Background: an optimization exercise with open tools, aiming at small area, a short achievable clock period and few clock cycles per item. Do not read the settings as production practice. In this exercise RTL edits were held to simulation tests only and were not proved equivalent to the original.

==> flow/design.v (outline; a module is shown in full before it is edited, if it fits) <==
// module arctan: 3186 lines
// module arctan_fa: 4 lines
// module arctan_ha: 4 lines
// module arctan_top: 29 lines
module arctan_top(
	input             clk,
	input             rst,
	input             in_valid,
	output            in_ready,
	input      [31:0] inx,
	input      [31:0] iny,
	output reg        out_valid,
	output reg [31:0] out
);
  // ...
==> flow/run.sh <==
#!/bin/bash
# synth_recipe.tcl (not shown) runs the flow's synth.tcl, then flattens the netlist and writes it again
# the make line also repeats each setting of config.mk as NAME=value (left out here)
make -C /OpenROAD-flow-scripts/flow DESIGN_CONFIG=/design/flow/config.mk WORK_HOME=/design/flow/orfs CLKGATE_MAP_FILE= SYNTH_SCRIPT=/design/flow/synth_recipe.tcl finish
==> flow/config.mk <==
export PLATFORM = sky130hd
export DESIGN_NAME = arctan_top
export DESIGN_NICKNAME = arctan_top
export VERILOG_FILES = /design/flow/design.v
export SDC_FILE = /design/flow/constraint.sdc
export NUM_CORES = 4
export LEC_CHECK = 0
export CAP_MARGIN = 20
export CORE_MARGIN = 2
export CORE_UTILIZATION = 40
export CTS_BUF_LIST = sky130_fd_sc_hd__clkbuf_8
export CTS_CLUSTER_DIAMETER = 84
export CTS_CLUSTER_SIZE = 14
export SLEW_MARGIN = 20
export SYNTH_HIERARCHICAL = 1
export SYNTH_MINIMUM_KEEP_SIZE = 0
==> flow/constraint.sdc <==
create_clock -name core_clock -period 200.0 [get_ports {clk}]
set_input_delay 40.0000 -clock core_clock [delete_from_list [all_inputs] [get_ports {clk}]]
set_output_delay 40.0000 -clock core_clock [all_outputs]
set_load 0.01 [all_outputs]
==> summary.txt, run 1 <==
Largest family of logic cells by synthesized area -> adder cells
Outcome -> finished clean
Buf/Inv on CP -> 1
NumNets Final -> 4,962
Flip-flop and latch count -> 502
GRT Util Overall -> 0.158
Max Used Layer -> met4
Post-route design area -> 49,500 um2
Mux cell area share after synthesis -> 0.000768
CORE AREA -> 113,000 um2
First DRT Iteration DRCs -> 714
Worst hold path depth -> 0
Most frequent cell after synthesis -> fa_1
Synth area leaders -> fa_1 (49%), dfxtp_1 (22%), xnor2_1 (8.0%)
Worst path max stage delay -> 540 ps
Vias post-DR -> 22,600
Seq area share -> 0.203
Reg2reg end -> u_arctan.rv_4[17]
Top cell types by occurrence after synthesis -> fa_1 (1,124), dfxtp_1 (502), xnor2_1 (419)
Post-CTS resize count -> 0
Slew Viols, Final -> 0
Final design utilization -> 0.439
Most frequent cells in the layout -> fa_1 (1,124), dfxtp_1 (500), xnor2_1 (402)
Synth Area per Inst -> 13.6 um2
Non-clock buffers -> 129
Reg2reg setup slack -> 159,240 ps
Die W -> 342 um
Leading area contributor after synthesis -> fa_1
Testbench counts, summed over its fixed seeds: cycles 3,264, items 3,200.
==> run 2: changes to the inputs <==
==> flow/flow/run.sh (new file) <==
#!/bin/bash
# The standard layout (standard.sh), with plain buf_2 cells as the port
# buffers instead of the delay buffer the resizer picks by default.
# make's full output goes to flow_make.log; ORFS keeps each step's log under orfs/logs/.
set -euo pipefail
BUFFER_PORTS_ARGS="-buffer_cell sky130_fd_sc_hd__buf_2" bash standard.sh finish > flow_make.log 2>&1
==> flow/standard.sh (new file) <==
#!/bin/bash
# synth_recipe.tcl (not shown) runs the flow's synth.tcl, then flattens the netlist and writes it again
# the make line also repeats each setting of config.mk as NAME=value (left out here)
make -C /OpenROAD-flow-scripts/flow DESIGN_CONFIG=/design/flow/config.mk WORK_HOME=/design/flow/orfs CLKGATE_MAP_FILE= SYNTH_SCRIPT=/design/flow/synth_recipe.tcl "${@:-finish}"
removed: flow/run.sh
==> run 2 against run 1 <==
Against the previous run:
- worst hold slack gained 11 ps
- synthesized cell count is the same
- register-to-register slack lost 240 ps
- sequential share of layout area grew 0.23 points
- first-iteration DRC count grew 33%
- cell area shrank 1.1%
- critical path type unchanged
- largest cell class unchanged
==> summary.txt, run 2 <==
Rel. slew slack -> 0.327 (was 0.348)
Setup total negative slack -> 0 ps (unchanged)
Crit path max-delay family -> flip-flops (was buffers and inverters)
CP max FO -> 1 (unchanged)
Post-synth top flop -> dfxtp_1 (unchanged)
Top-area cell type share of the netlist area -> 0.493 (unchanged)
Post-synthesis cell count -> 3,362 (unchanged)
R2r startpoint -> u_arctan.ru_2[0] (was u_arctan.rx_3[13])
Post-Synth Simple-Gate Area -> 0.0223 (unchanged)
Synth async-reset ratio -> 0 (unchanged)
Buf/Inv on CP -> 1 (unchanged)
IO Count -> 101 (unchanged)
Skew-Pair Late Insertion Delay -> 690 ps (was 700 ps)
Clock Tree Buf Depth -> 3 (unchanged)
FF+latch count, synth -> 502 (unchanged)
Reg clk slew, reported paths -> 90 ps (about the same)
Post-route design area -> 48,900 um2 (was 49,500 um2)
Slew Viols, Final -> 0 (unchanged)
Worst hold path depth -> 0 (unchanged)
# port buffers -> 99 (unchanged)
Peak Freq -> 0.0243 GHz (was 0.0241 GHz)
R2R depth -> 109 (was 108)
Root buffer cell -> clkbuf_8 (unchanged)
Vias post-DR -> 22,900 (was 22,600)
Pre-CTS WS -> 159,060 ps (was 159,160 ps)
RSZ-0062 raised after global routing -> false (unchanged)
Post-CTS resize count -> 0 (unchanged)
XOR/XNOR share of the synthesized area -> 0.129 (unchanged)
Synth area leaders -> fa_1 (49%), dfxtp_1 (22%), xnor2_1 (8.0%) (unchanged)
Worst path arrival time -> 1120 ps (was 1550 ps)
Vias in the first global route -> 27,000 (was 26,900)
Die W -> 342 um (unchanged)
Netlist cell types -> 61 (unchanged)
Mux cell area share after synthesis -> 0.000768 (unchanged)
Setup crit start kind -> flop (unchanged)
Drt pass-1 iters -> 5 (unchanged)
Die Ht -> 342 um (unchanged)
Slew @ Worst Pin -> 1000 ps (was 971 ps)
Post-CTS setup buffer count -> 0 (unchanged)
CP Cell Sequence -> buf_2 (was clkdlybuf4s50_1)
Routed len/inst -> 17.2 um (about the same)
Placed Area -> 48,100 um2 (was 48,600 um2)
Largest net degree at the start of global routing -> 35 (unchanged)
Post-CTS Hold Buffers -> 0 (unchanged)
Tcrit/Tclk final -> 0.206 (was 0.208)
Critical Path End Type -> primary output (unchanged)
GPL Wtd Cong -> 0.890 (was 0.884)
Worst setup path class -> reg -> out (unchanged)
Grt ovf -> 0 (unchanged)
Final setup violation count -> 0 (unchanged)
DRC viols -> 0 (unchanged)
First-pass GRT wire length -> 146,000 um (was 144,000 um)
Area grow syn2layout -> 7.21% (was 8.42%)
Synth Area in Compound Gates -> 0.0166 (unchanged)
CP required -> 160,000 ps (about the same)
MaxCap Viol Count -> 0 (unchanged)
Number of routed nets with antenna violations -> 0 (unchanged)
Adder-Cell Fraction of Synth Area -> 0.572 (unchanged)
Most frequent cell after synthesis -> fa_1 (unchanged)
Warnings, synthesis -> 8 (unchanged)
Period minus WS final -> 41,120 ps (was 41,550 ps)
Via density -> 4.58 (was 4.53)
Synth Area per Inst -> 13.6 um2 (unchanged)
Syn Std Cell Area -> 45,600 um2 (unchanged)
Most frequent cells in the layout -> fa_1 (1,124), dfxtp_1 (500), xnor2_1 (402) (unchanged)
Min-delay src -> u_arctan.rd_2[8] (was u_arctan.rd_3[9])
Number of flops mapped to enable cells by yosys -> 0 (unchanged)
Reg2reg setup slack -> 159,000 ps (was 159,240 ps)
Clock skew -> 60.4 ps (was 56.0 ps)
Fin. Hold Viols -> 0 (unchanged)
Most common cell after layout, fill and taps aside -> fa_1 (unchanged)
Clock sink total -> 502 (unchanged)
Share of cells above drive strength 1 -> 0.0655 (was 0.0377)
Leading area contributor after synthesis -> fa_1 (unchanged)
Worst min path class -> reg -> reg (unchanged)
Worst path max stage delay -> 320 ps (was 540 ps)
Outcome -> finished clean (unchanged)
Largest family of logic cells by synthesized area -> adder cells (unchanged)
DP HPWL -> 77,200 um (was 77,100 um)
Fin worst setup slack -> 158,880 ps (was 158,450 ps)
Hold Slack -> 316 ps (was 304 ps)
Seq/Total Area, Yosys -> 0.220 (unchanged)
Initial Util -> 0.404 (unchanged)
Worst path slowest cell -> dfxtp_1 (was clkdlybuf4s50_1)
CORE AREA -> 113,000 um2 (unchanged)
WL final -> 86,000 um (was 85,900 um)
Worst hold endpoint -> u_arctan.rd_3[8] (was u_arctan.rd_4[9])
Top cell types by occurrence after synthesis -> fa_1 (1,124), dfxtp_1 (502), xnor2_1 (419) (unchanged)
Deepest level of the CTS H-tree -> 2 (unchanged)
Initial antenna violation count -> 3 (was 2)
GRT Util Overall -> 0.160 (was 0.158)
NumNets Final -> 4,964 (was 4,962)
First DRT Iteration DRCs -> 948 (was 714)
Reg2reg end -> u_arctan.rf_3 (was u_arctan.rv_4[17])
TritonCTS Buffers -> 45 (was 46)
Die area -> 117,000 um2 (unchanged)
CTS tree -> yes (unchanged)
Row cnt -> 123 (unchanged)
[run 2: worst max path at each step]
| stage | endpoint | cells past startpoint | slack, ps | startpoint |
|---|---|---|---|---|
| 2_1_floorplan | u_arctan.rv_4[17] | 110 | 158170 | u_arctan.ru_3[0] |
| 3_3_place_gp | u_arctan.rv_4[17] | 108 | 159560 | u_arctan.ru_3[0] |
| 3_5_place_dp | u_arctan.rf_3 | 109 | 159060 | u_arctan.ru_2[0] |
| 4_1_cts | out[27] | 1 | 158800 | out[27] |
| 5_1_grt | u_arctan.rf_3 | 109 | 157520 | u_arctan.ru_2[0] |
| 6_report | out[26] | 1 | 158880 | out[26] |
[run 2: final cells by class]
| cell class | instances | area (um2) |
|---|---|---|
| well taps | 1500 | 1880 |
| flip-flops and latches | 502 | 10100 |
| multi-input cells | 2410 | 34000 |
| clock buffers | 47 | 647 |
| fillers | 10400 | 63900 |
| clock inverters | 12 | 111 |
| repair buffers | 132 | 743 |
| diodes | 3 | 7.51 |
| inverters | 394 | 1480 |
[run 2: logic make-up after synthesis]
group	count (synthesis)
mux	3
xor+xnor	665
buf+inv	463
fa+ha+maj	1412
compound gates	117
simple gates	198
flops	502
other cells	2
[run 2: per-module statistics from Yosys (local to each module, per instance)]
module      area, um2  flip-flops and latches  times used  cells
arctan_fa        20.0                       0        1124      1
arctan_top       2140                     104           1    114
arctan          17700                     398           1   1858
arctan_ha        12.5                       0         266      1
[run 2: layer usage]
layer / global-route usage / share of wire / vias to the layer above / routed length, um
met4: 0.0307 / 0.017 / 2 / 1500
met1: 0.212 / 0.44 / 12100 / 37600
li1: - / - / 10400 / -
met2: 0.282 / 0.51 / 275 / 44200
met3: 0.0193 / 0.031 / 91 / 2690
met5: 0 / 0.00022 / - / 19
[run 2: through the flow]
stage               instances  utilization
floorplan                3375            -
global placement         4938        0.427
detailed placement       4938        0.427
CTS                      4997        0.434
global route             5000        0.434
finish                   5000        0.434

## afterwards: timing with drivers on the ports
How much do the figures lean on ideal ports? The routed layouts below were timed once more, with nothing changed but the port constraints.
Step 1, drivers: a clkbuf_16 drives clk and a buf_2 each remaining input, both assumed.
Step 2, shift: input delay + t, output delay - t, t = (earliest + latest rising clock arrival at the registers) / 2. This alone moves slack from input paths to output paths.
Three values: ideal, step 1, step 2; two values: the first two.
| run | t (ns) | slack for setup (ns) | worst slew at a driven data input, ns | pins driven straight from the clock port |
|---|---|---|---|---|
| run 1 | 0.734 | 158.450 / 158.386 / 159.120 | 0.04 | 1 |
| run 2 | 0.730 | 158.883 / 158.813 / 158.996 | 0.04 | 1 |
After both steps setup and hold are still met in every run listed.
